This is an optimization exercise on Yosys and OpenROAD, whose aim is small area, not a production implementation. In this exercise RTL edits were held to simulation tests only and were not proved equivalent to the original. Power figures rest on the tool's default switching activity, not on a simulated workload.

[flow/config.mk]
export PLATFORM = sky130hd
export DESIGN_NAME = bfp_comp
export DESIGN_NICKNAME = bfp_comp
export VERILOG_FILES = /design/flow/design.v
export SDC_FILE = /design/flow/constraint.sdc
export NUM_CORES = 4
export LEC_CHECK = 0
export CAP_MARGIN = 20
export CORE_MARGIN = 2
export CORE_UTILIZATION = 40
export SLEW_MARGIN = 20
[flow/design.v]
`timescale 1 ns / 1 ps
`default_nettype none
package bfp_pkg;
  function automatic logic [63:0] byte_reverse(input logic [63:0] din);
    for (int i = 0; i < 8; i++) begin
      byte_reverse[63-8*i-:8] = din[8*i+7-:8];
    end
  endfunction
endpackage
`timescale 1 ns / 1 ps
`default_nettype none
module fifo_srl #(
    parameter int ADDR_WIDTH = 4,
    parameter int DATA_WIDTH = 8
) (
    input logic clk,
    input logic rst,
    input logic  [DATA_WIDTH-1:0] din,
    input logic wr_en,
    output logic full,
    output logic [DATA_WIDTH-1:0] dout,
    output logic empty,
    input logic                   rd_en
);
  localparam int Depth = 2 ** ADDR_WIDTH;
  logic [DATA_WIDTH-1:0] srl   [Depth];
  logic [ADDR_WIDTH-1:0] addr;
  logic                  valid;
  assign full = &addr;
  always_ff @(posedge clk) begin
    if (wr_en && !full) begin
      srl[0] <= din;
      for (int i = 1; i < 16; i++) begin
        srl[i] <= srl[i-1];
      end
    end
  end
  assign dout = srl[addr];
  always_ff @(posedge clk) begin
    if (rst) begin
      addr <= '0;
    end else if (wr_en && ~rd_en && ~&addr && valid) begin
      addr <= addr + 1;
    end else if (rd_en && (&addr || (~wr_en && |addr))) begin
      addr <= addr - 1;
    end
  end
  always_ff @(posedge clk) begin
    if (rst) begin
      valid <= 1'b0;
    end else if (addr == '0 && wr_en) begin
      valid <= 1'b1;
    end else if (addr == '0 && ~wr_en && rd_en) begin
      valid <= 1'b0;
    end
  end
  assign empty = ~valid;
endmodule
`default_nettype wire
`timescale 1 ns / 1 ps
`default_nettype none
module bfp_comp_exp (
    input logic clk,
    input logic rst,
    input logic  [63:0] din_data,
    input logic din_valid,
    input logic din_sync,
    input logic din_last,
    output logic [63:0] dout_data,
    output logic [ 2:0] dout_state,
    output logic dout_valid,
    output logic dout_sync,
    output logic dout_last,
    input logic  [ 3:0] ud_iq_width
);
  function automatic logic [15:0] get_max2(input logic [15:0] din0, input logic [15:0] din1);
    logic [15:0] d0;
    logic [15:0] d1;
    d0 = din0[15] ? ~din0 : din0;
    d1 = din1[15] ? ~din1 : din1;
    get_max2 = d0 > d1 ? d0 : d1;
  endfunction
  function automatic logic [15:0] get_max4(input logic [15:0] din0, input logic [15:0] din1,
                                           input logic [15:0] din2, input logic [15:0] din3);
    logic [15:0] d0;
    logic [15:0] d1;
    d0 = get_max2(din0, din1);
    d1 = get_max2(din2, din3);
    get_max4 = d0 > d1 ? d0 : d1;
  endfunction
  function automatic logic [3:0] get_msb(input logic [15:0] din);
    get_msb = 0;
    for (int i = 1; i < 16; i++) begin
      if (din[i] ^ din[i-1]) get_msb = i;
    end
  endfunction
  function automatic logic [3:0] get_shift(input logic [3:0] msb, input logic [3:0] width);
    get_shift = width == 0 ? 0 : 15 - msb;
    get_shift = get_shift < 16 - width ? get_shift : 16 - width;
  endfunction
  function automatic logic [3:0] get_exp(input logic [3:0] msb, input logic [3:0] width);
    logic [4:0] temp;
    if (width == '0) begin
      temp = '0;
    end else begin
      temp = {1'b0, msb} - width + 1;
    end
    get_exp = temp[4] ? 0 : temp[3:0];
  endfunction
  function automatic logic [15:0] get_mask(input logic [3:0] w);
    logic [15:0] mask;
    case (w)
      0: mask = 16'h0000;
      1: mask = 16'h7FFF;
      2: mask = 16'h3FFF;
      3: mask = 16'h1FFF;
      4: mask = 16'h0FFF;
      5: mask = 16'h07FF;
      6: mask = 16'h03FF;
      7: mask = 16'h01FF;
      8: mask = 16'h00FF;
      9: mask = 16'h007F;
      10: mask = 16'h003F;
      11: mask = 16'h001F;
      12: mask = 16'h000F;
      13: mask = 16'h0007;
      14: mask = 16'h0003;
      default: mask = 16'h0001;
    endcase
    get_mask = mask;
  endfunction
  logic [15:0] data0  [4];
  logic [ 2:0] state0;
  generate
    for (genvar i = 0; i < 4; i++) begin : g_data0
      assign data0[i] = din_data[63-i*16-:16];
    end
  endgenerate
  always_ff @(posedge clk) begin
    if (rst || (din_valid && din_last)) begin
      state0 <= '0;
    end else if (din_valid) begin
      state0 <= state0 == 5 ? 0 : state0 + 1;
    end
  end
  logic [15:0] max1;
  logic [ 2:0] state1;
  logic        valid1;
  logic        last1;
  always_ff @(posedge clk) begin
    max1 <= get_max4(data0[0], data0[1], data0[2], data0[3]);
  end
  always_ff @(posedge clk) begin
    state1 <= state0;
    valid1 <= din_valid;
    last1  <= din_last;
  end
  logic [15:0] max2;
  logic [ 2:0] state2;
  logic [ 3:0] shift2;
  logic [ 3:0] exp2;
  logic        valid2;
  logic        last2;
  always_ff @(posedge clk) begin
    if (valid1) begin
      if (state1 == 0) begin
        max2 <= max1;
      end else begin
        max2 <= get_max2(max1, max2);
      end
    end
  end
  assign shift2 = get_shift(get_msb(max2), ud_iq_width);
  assign exp2   = get_exp(get_msb(max2), ud_iq_width);
  always_ff @(posedge clk) begin
    state2 <= state1;
    valid2 <= valid1;
    last2  <= last1;
  end
  logic [64:0] fifo3;
  logic [15:0] mask3;
  logic [15:0] data3  [4];
  logic [ 3:0] shift3;
  logic [ 3:0] exp3;
  logic [ 2:0] state3;
  logic        empty3;
  logic        valid3;
  logic        sync3;
  logic        last3;
  always_ff @(posedge clk) begin
    mask3 <= get_mask(ud_iq_width) >> 1;
  end
  generate
    for (genvar i = 0; i < 4; i++) begin : g_data3
      assign data3[i] = fifo3[63-i*16-:16];
    end
  endgenerate
  always_ff @(posedge clk) begin
    if (rst || (valid3 && last3)) begin
      state3 <= '0;
    end else if (~empty3 || valid3) begin
      state3 <= state3 == 5 ? 0 : state3 + 1;
    end
  end
  assign valid3 = ~empty3 || state3 > 0;
  always_ff @(posedge clk) begin
    if (rst) begin
      sync3 <= 1'b0;
    end else if (valid3 && last3) begin
      sync3 <= 1'b0;
    end else if (valid3) begin
      sync3 <= 1'b1;
    end
  end
  assign last3 = fifo3[64];
  logic [15:0] mask4;
  logic [15:0] data4  [4];
  logic [ 3:0] exp4;
  logic [ 2:0] state4;
  logic        valid4;
  logic        sync4;
  logic        last4;
  always_ff @(posedge clk) begin
    mask4 <= ~get_mask(ud_iq_width);
  end
  generate
    for (genvar i = 0; i < 4; i++) begin : g_data4
      always_ff @(posedge clk) begin
        data4[i] <= (data3[i] << shift3) | mask3;
      end
    end
  endgenerate
  always_ff @(posedge clk) begin
    exp4   <= exp3;
    state4 <= state3;
    valid4 <= valid3;
    sync4  <= sync3;
    last4  <= last3;
  end
  logic [63:0] data5_or;
  logic [63:0] data5_shift[4];
  logic [15:0] data5      [4];
  logic [ 6:0] shift5     [4];
  logic [ 3:0] exp5;
  logic [ 2:0] state5;
  logic        valid5;
  logic        sync5;
  logic        last5;
  generate
    for (genvar i = 0; i < 4; i++) begin : g_data5
      always_ff @(posedge clk) begin
        if (data4[i] == 16'h7FFF) begin
          data5[i] <= data4[i] & mask4;
        end else begin
          data5[i] <= (data4[i] + 1) & mask4;
        end
      end
      always_comb begin
        data5_shift[i] = {data5[i], 48'b0} >> shift5[i];
      end
    end
  endgenerate
  always_comb begin
    if (state5 == 0) begin
      data5_or = {4'b0, exp5, 56'b0};
    end else begin
      data5_or = 64'b0;
    end
    for (int i = 0; i < 4; i++) begin
      data5_or = data5_or | data5_shift[i];
    end
  end
  generate
    for (genvar i = 0; i < 4; i++) begin : g_shift5
      always_ff @(posedge clk) begin
        if (state4 == 0) begin
          shift5[i] <= i * ud_iq_width + 8;
        end else begin
          shift5[i] <= i * ud_iq_width;
        end
      end
    end
  endgenerate
  always_ff @(posedge clk) begin
    exp5   <= exp4;
    state5 <= state4;
    valid5 <= valid4;
    sync5  <= sync4;
    last5  <= last4;
  end
  always_ff @(posedge clk) begin
    dout_data  <= data5_or;
    dout_state <= state5;
    dout_sync  <= sync5;
    dout_valid <= valid5;
    dout_last  <= last5;
  end
  logic [7:0] exp_fifo_din;
  logic       exp_fifo_wr;
  logic [7:0] exp_fifo_dout;
  logic       exp_fifo_rd;
  assign exp_fifo_din = {shift2, exp2};
  assign exp_fifo_wr  = valid2 && (state2 == 5 || last2);
  assign exp_fifo_rd  = (state3 == 0);
  assign {shift3, exp3} = exp_fifo_dout;
  fifo_srl #(
      .DATA_WIDTH(8)
  ) i_exp_fifo (
      .clk  (clk),
      .rst  (rst),
      .din  (exp_fifo_din),
      .wr_en(exp_fifo_wr),
      .full (   ),
      .dout (exp_fifo_dout),
      .empty(empty3),
      .rd_en(exp_fifo_rd)
  );
  fifo_srl #(
      .DATA_WIDTH(65)
  ) i_data_fifo (
      .clk  (clk),
      .rst  (rst),
      .din  ({din_last, din_data}),
      .wr_en(din_valid),
      .full (   ),
      .dout (fifo3),
      .empty(   ),
      .rd_en(valid3)
  );
endmodule
`default_nettype wire
`timescale 1 ns / 1 ps
`default_nettype none
module bfp_comp_gearbox (
    input logic clk,
    input logic rst,
    input logic  [63:0] din_data,
    input logic  [ 2:0] din_state,
    input logic din_valid,
    input logic din_sync,
    input logic din_last,
    output logic [63:0] m_axis_tdata,
    output logic [ 7:0] m_axis_tkeep,
    output logic m_axis_tvalid,
    output logic m_axis_tlast,
    input logic [3:0] ud_iq_width
);
  logic [63:0] data_shift;
  logic [63:0] data_shift_f;
  logic [63:0] tdata;
  logic [63:0] tdata_f;
  logic [ 4:0] cnt;
  logic [ 4:0] cnt_next;
  logic [ 5:0] shift;
  logic        last_extend;
  assign {data_shift, data_shift_f} = {din_data, 64'b0} >> shift;
  always_ff @(posedge clk) begin
    if (rst) begin
      cnt <= '0;
    end else if (din_valid && din_last && cnt_next > 16) begin
      cnt <= cnt_next;
    end else if (din_valid && din_last) begin
      cnt <= '0;
    end else if (din_valid) begin
      cnt <= cnt_next;
    end else if (last_extend) begin
      cnt <= '0;
    end
  end
  always_comb begin
    if (din_state == 0) begin
      cnt_next = (cnt & 5'h0F) + 2 + ud_iq_width;
    end else begin
      cnt_next = (cnt & 5'h0F) + ud_iq_width;
    end
  end
  assign shift = {cnt[3:0], 2'b0};
  always_ff @(posedge clk) begin
    last_extend <= din_valid && din_last && (cnt_next > 16);
  end
  always_ff @(posedge clk) begin
    if (last_extend) begin
        tdata <= tdata_f | data_shift;
    end else if (din_valid) begin
      if (~din_sync) begin
        tdata <= data_shift;
      end else if (cnt[4]) begin
        tdata <= tdata_f | data_shift;
      end else begin
        tdata <= tdata | data_shift;
      end
    end
  end
  always_ff @(posedge clk) begin
    if (din_valid) begin
      tdata_f <= data_shift_f;
    end
  end
  assign m_axis_tdata  = bfp_pkg::byte_reverse(tdata);
  always_ff @(posedge clk) begin
    if (din_valid && din_last) begin
      m_axis_tvalid <= 1'b1;
    end else if (last_extend) begin
      m_axis_tvalid <= 1'b1;
    end else if (din_valid && cnt_next >= 16) begin
      m_axis_tvalid <= 1'b1;
    end else begin
      m_axis_tvalid <= 1'b0;
    end
  end
  always_ff @(posedge clk) begin
    if (din_valid && din_last && cnt_next <= 16) begin
      m_axis_tlast <= 1'b1;
    end else if (last_extend) begin
      m_axis_tlast <= 1'b1;
    end else if (din_valid) begin
      m_axis_tlast <= 1'b0;
    end
  end
  always_ff @(posedge clk) begin
    if (din_valid && din_last && cnt_next < 16) begin
      m_axis_tkeep <= 8'hFF >> (8 - shift / 8);
    end else if (last_extend) begin
      m_axis_tkeep <= 8'hFF >> (8 - shift / 8);
    end else if (din_valid) begin
      m_axis_tkeep <= 8'hFF;
    end
  end
endmodule
`default_nettype wire
`timescale 1 ns / 1 ps
`default_nettype none
module bfp_comp (
    input logic clk,
    input logic rst,
    input logic  [63:0] s_axis_tdata,
    input logic  [ 7:0] s_axis_tkeep,
    input logic s_axis_tvalid,
    input logic s_axis_tlast,
    input logic  [31:0] s_axis_tuser,
    output logic [63:0] m_axis_tdata,
    output logic [ 7:0] m_axis_tkeep,
    output logic m_axis_tvalid,
    output logic m_axis_tlast,
    output logic [31:0] m_axis_tuser,
    input logic  [ 3:0] ctrl_ud_comp_meth,
    input logic  [ 3:0] ctrl_ud_iq_width
);
  logic [63:0] s_axis_tdata_reversed;
  logic [63:0] data0;
  logic        valid0;
  logic        last0;
  logic [31:0] user0;
  logic        sync0;
  logic [ 3:0] ud_iq_width;
  logic [63:0] d0_data;
  logic [ 2:0] d0_state;
  logic        d0_valid;
  logic        d0_sync;
  logic        d0_last;
  logic [31:0] fifo_din;
  logic        fifo_wr;
  logic [31:0] fifo_dout;
  logic        fifo_rd;
  assign s_axis_tdata_reversed = bfp_pkg::byte_reverse(s_axis_tdata);
  always_ff @(posedge clk) begin
    data0  <= s_axis_tdata_reversed;
    valid0 <= s_axis_tvalid;
    last0  <= s_axis_tlast;
    user0  <= s_axis_tuser;
  end
  always_ff @(posedge clk) begin
    if (rst || (valid0 && last0)) begin
      sync0 <= 1'b0;
    end else if (valid0) begin
      sync0 <= 1'b1;
    end
  end
  assign fifo_din = user0;
  assign fifo_wr  = valid0 && ~sync0;
  assign fifo_rd  = d0_valid & ~d0_sync;
  always_ff @(posedge clk) begin
    if (fifo_rd) begin
      m_axis_tuser <= fifo_dout;
    end
  end
  always_ff @(posedge clk) begin
    if (ctrl_ud_comp_meth == 1) begin
      ud_iq_width <= ctrl_ud_iq_width;
    end else begin
      ud_iq_width <= '0;
    end
  end
  bfp_comp_exp i_exp (
      .clk        (clk),
      .rst        (rst),
      .din_data   (data0),
      .din_valid  (valid0),
      .din_sync   (sync0),
      .din_last   (last0),
      .dout_data  (d0_data),
      .dout_state (d0_state),
      .dout_valid (d0_valid),
      .dout_sync  (d0_sync),
      .dout_last  (d0_last),
      .ud_iq_width(ud_iq_width)
  );
  bfp_comp_gearbox i_gearbox (
      .clk          (clk),
      .rst          (rst),
      .din_data     (d0_data),
      .din_state    (d0_state),
      .din_valid    (d0_valid),
      .din_sync     (d0_sync),
      .din_last     (d0_last),
      .m_axis_tdata (m_axis_tdata),
      .m_axis_tkeep (m_axis_tkeep),
      .m_axis_tvalid(m_axis_tvalid),
      .m_axis_tlast (m_axis_tlast),
      .ud_iq_width  (ud_iq_width)
  );
  fifo_srl #(
      .DATA_WIDTH(32)
  ) i_user_fifo (
      .clk  (clk),
      .rst  (rst),
      .din  (fifo_din),
      .wr_en(fifo_wr),
      .full (   ),
      .dout (fifo_dout),
      .empty(   ),
      .rd_en(fifo_rd)
  );
endmodule
`default_nettype wire
[flow/constraint.sdc]
create_clock -name core_clock -period 8.138 [get_ports {clk}]
set_input_delay 1.6276 -clock core_clock [delete_from_list [all_inputs] [get_ports {clk}]]
set_output_delay 1.6276 -clock core_clock [all_outputs]
set_load 0.01 [all_outputs]
[flow/run.sh]
#!/bin/bash
# synth_recipe.tcl (not shown) runs the flow's synth.tcl, then flattens the netlist and writes it again
# the make line also repeats each setting of config.mk as NAME=value (left out here)
make -C /OpenROAD-flow-scripts/flow DESIGN_CONFIG=/design/flow/config.mk WORK_HOME=/design/flow/orfs CLKGATE_MAP_FILE= SYNTH_SCRIPT=/design/flow/synth_recipe.tcl finish
==> impl_metrics.json <==
{
  "status": "timing/DRC/antenna clean",
  "remaining_drc_errors": 0,
  "final_area_um2": 107000,
  "crit_path_end_kind": "flip-flop",
  "start_util": 0.402,
  "crit-reg2reg-launch": "data0[63]$_DFF_P_",
  "syn_to_final_growth_pct": 13.8,
  "clkSinkCount": 2294,
  "post-dp-hpwl_um": 177000,
  "globalRouteTotalUtil": 0.222,
  "htree_levels": 4,
  "setup_viol": 0,
  "whs_endpoint": "i_exp.dout_sync$_DFF_P_",
  "clkTransAtPathRegs_ns": 0.06,
  "cts_setup_buffers": 0,
  "power.density_nw_per_um2": 315,
  "cts_tree": "yes",
  "nNetsFinal": 6947,
  "clk_root_buffer_cell": "clkbuf_16",
  "critPathMostFrequentCell": "a21o_1",
  "skew_ns": 0.0661,
  "grt_overflow_total": 0,
  "hold_depth": 0,
  "antenna_found_initial": 12,
  "worstPathMaxFanout": 17,
  "netlist_instances": 6553,
  "syn-mean-instance-area_um2": 14.3,
  "finalMaxSlewViolations": 0,
  "ctsResizeCount": 0,
  "final_util": 0.458,
  "setup_tns_ns": 0,
  "slew_headroom": 0.130,
  "crit_type": "reg -> reg",
  "crit_chain": "xor2_1 > ha_1 > nand3_1 > or2_2 > nor2_1 > nand3_1 > and3b_1 > a21oi_4 > mux2i_1 > inv_1 > ha_1 > a21o_1 > a21o_1 > a21o_1 > a21oi_1 > o211ai_1 > a2111oi_0 > nor2_1 > buf_4 > mux2i_1",
  "cp.arrival_ns": 6.68,
  "rsz0062_at_grt": "no",
  "cp-start-kind": "flip-flop",
  "wl_met3_um": 22900,
  "highest_layer": "met4",
  "reg2reg_depth": 20,
  "ys_warn_count": 15,
  "die_w_um": 488,
  "synthArstFlopShare": 0,
  "cap_violations": 0,
  "die_y_um": 488,
  "num_vias": 59500,
  "coreArea_um2": 233000,
  "synth_enable_flop_cells": 1859,
  "ant_nets": 0,
  "synth-seq-cells": 2294,
  "grt_max_degree": 219,
  "postPlaceCellArea_um2": 99000,
  "ir_drop_v": 0.000241,
  "place.gp.congestion": 0.922,
  "power_leakage_nw": 37.0,
  "rrSetupSlack_ns": 2.20,
  "hold-worst-slack_ns": 0.326,
  "clock.fmax_mhz": 168,
  "yosys_most_used_dff": "edfxtp_1",
  "grt_pass1_vias": 57700,
  "ys_types": 103,
  "dr.pass1.iters": 9,
  "io_pins": 222,
  "min_period_ns": 5.94,
  "cts_inserted_buffers": 226,
  "grt_pass1_wl_um": 395000,
  "cp.required_ns": 8.87,
  "wire_per_inst_um": 27.0,
  "syn-num-nets": 6787,
  "r2r-end": "i_exp.max1[10]$_DFF_P_",
  "slowest_stage": "dfxtp_1",
  "ys_seq_area_frac": 0.689,
  "clk-insertion-delay-late_ns": 0.89,
  "viasPerCell": 5.92,
  "m1WireLength_um": 115000,
  "min_path_type": "reg -> reg",
  "synth_area_um2": 93700,
  "fp.dieArea_um2": 238000,
  "timing.final.crit_share": 0.730,
  "std_cell_rows": 177,
  "tightest_slew_ns": 1.29,
  "drt_wl_total_um": 271000,
  "min-delay-start": "i_exp.sync5$_DFF_P_",
  "cts_hold_buffers": 0,
  "layout-drive-gt1-share": 0.103,
  "port_buffers": 213,
  "hold_violations": 0,
  "wl_met2_um": 124000,
  "critical-path-max-stage-delay_ns": 0.97,
  "drt_iter0_markers": 7660,
  "cts_buffer_depth": 3
}
## synthesized netlist by cell type (49+ instances only)
| master | n | area [um2] |
|---|---|---|
| edfxtp_1 | 1859 | 55800 |
| nand2_1 | 440 | 1650 |
| dfxtp_1 | 435 | 8710 |
| mux2i_1 | 337 | 3370 |
| nor2_1 | 327 | 1230 |
| a22oi_1 | 319 | 2390 |
| a21oi_1 | 261 | 1310 |
| o21ai_0 | 189 | 946 |
| clkbuf_1 | 186 | 698 |
| inv_1 | 148 | 556 |
| a22o_1 | 143 | 1250 |
| a221oi_1 | 142 | 1240 |
| buf_2 | 136 | 681 |
| ha_1 | 113 | 1410 |
| nand3_1 | 109 | 546 |
| a222oi_1 | 89 | 891 |
| mux2_2 | 77 | 867 |
| and2_1 | 69 | 432 |
| xor2_1 | 64 | 561 |
| o22ai_1 | 63 | 394 |
| xnor2_1 | 58 | 508 |
| nor3_1 | 56 | 280 |
| and3_1 | 53 | 332 |
| o221ai_1 | 49 | 429 |
## power breakdown
part | switching (mW) | internal [mW]
Combinational | 5.09 | 2.82
Sequential | 0.964 | 14.3
Clock | 4.59 | 5.88
Total | 10.6 | 23.0
## per-layer routing
metal  vias to the layer above  track usage
li1                      26100            -
met1                     29900        0.315
met2                      3034        0.344
met3                       495       0.0376
met4                         0       0.0784
met5                         -            0
## worst max path at each step
stage | startpoint | endpoint | slack (ns) | cells past startpoint
after floorplan | i_exp.i_data_fifo.addr[0]$_SDFFE_PP0P_ | i_exp.i_data_fifo.addr[3]$_SDFFE_PP0P_ | -10.05 | 9
after global placement | data0[15]$_DFF_P_ | i_exp.max1[10]$_DFF_P_ | 2.22 | 19
final | data0[63]$_DFF_P_ | i_exp.max1[10]$_DFF_P_ | 2.20 | 20
after global routing | data0[63]$_DFF_P_ | i_exp.max1[10]$_DFF_P_ | 1.60 | 20
after detailed placement | data0[15]$_DFF_P_ | i_exp.max1[10]$_DFF_P_ | 2.18 | 19
after CTS | data0[31]$_DFF_P_ | i_exp.max1[10]$_DFF_P_ | 2.17 | 18
## registers in the layout, summed over array words and instances, names as in the netlist, 5 cells and up, named ones only
| register | count |
|---|---|
| i_gearbox.m_axis_tkeep | 8 |
| user0 | 32 |
| i_exp.dout_data | 64 |
| i_user_fifo.srl | 512 |
| i_exp.i_exp_fifo.srl | 128 |
| data0 | 64 |
| i_exp.data4 | 64 |
| i_exp.mask3 | 14 |
| m_axis_tuser | 32 |
| i_gearbox.tdata_f | 60 |
| i_gearbox.cnt | 5 |
| i_exp.i_data_fifo.srl | 1040 |
| i_exp.data5 | 64 |
| i_gearbox.tdata | 64 |
| i_exp.mask4 | 15 |
| i_exp.max1 | 15 |
| i_exp.shift5 | 15 |
| i_exp.max2 | 15 |
## layout make-up
class | count | area, um2
tap | 3132 | 3920
clock inverter | 101 | 1090
antenna | 8 | 20.0
clock buffer | 324 | 6430
fill | 20400 | 126000
timing repair buffer | 356 | 3380
multi-input combinational | 3676 | 26600
sequential | 2294 | 64600
inverter | 159 | 597
## cells by family after synthesis
| family | count (synthesis) | share of synthesized area |
|---|---|---|
| flip-flops | 2294 | 0.689 |
| AO/OA/AOI/OAI | 1699 | 0.134 |
| AND/OR/NAND/NOR | 1275 | 0.0646 |
| buffers and inverters | 583 | 0.0287 |
| multiplexers | 460 | 0.0560 |
| XOR/XNOR | 122 | 0.0114 |
| adder cells (fa/ha/maj) | 120 | 0.0164 |
## placed cells by master, fill, tap and decap left out, drive strengths merged, types with 89 or more instances in the layout
master,instances
dfxtp,435
a221oi,146
nand3,109
ha,113
o21ai,195
buf,143
a22oi,319
clkdlybuf4s50,213
nand2,441
mux2i,340
a21oi,264
nor2,330
a222oi,89
edfxtp,1859
clkbuf,324
inv,162
a22o,143
## per-stage QoR
stage / power [mW] / cells / setup slack, ns
detailed placement: 23.2 / 9614 / 2.18
finish: 33.6 / 10100 / 2.20
CTS: 33.7 / 10000 / 2.17
global placement: 23.1 / 9614 / 2.22
floorplan: 20.3 / 6553 / -10.05
global route: 35.0 / 10000 / 1.60
## critical path: cells and delay by family, from the launching register on
family / cells / cell delay (ns)
AO/OA/AOI/OAI: 7 / 1.79
AND/OR/NAND/NOR: 6 / 1.22
flip-flops: 1 / 0.97
adder cells (fa/ha/maj): 2 / 0.65
multiplexers: 2 / 0.59
buffers and inverters: 2 / 0.34
XOR/XNOR: 1 / 0.22

## what the ideal ports hide
No port has a modelled driver above. Below, the same layout with a new extraction and two added sets of constraints. Step 1 assumes that a clkbuf_16 drives the clock port and a buf_2 every other input. Step 2, shift: input delay + t, output delay - t, t = (earliest + latest rising clock arrival at the registers) / 2. This alone moves slack from input paths to output paths. a / b / c = ideal ports / drivers / drivers and shift; a / b = the first two.
t, ns: 0.947
slack for setup (ns): 2.199 / 2.199 / 2.199
clock arrival spread, ns: 0.068 / 0.067
cell pins on the clock port's net: 1
After both steps setup and hold are still met in this run. The setup slack of this run moves by 0.000 ns with the drivers and by 0.000 ns with both steps.
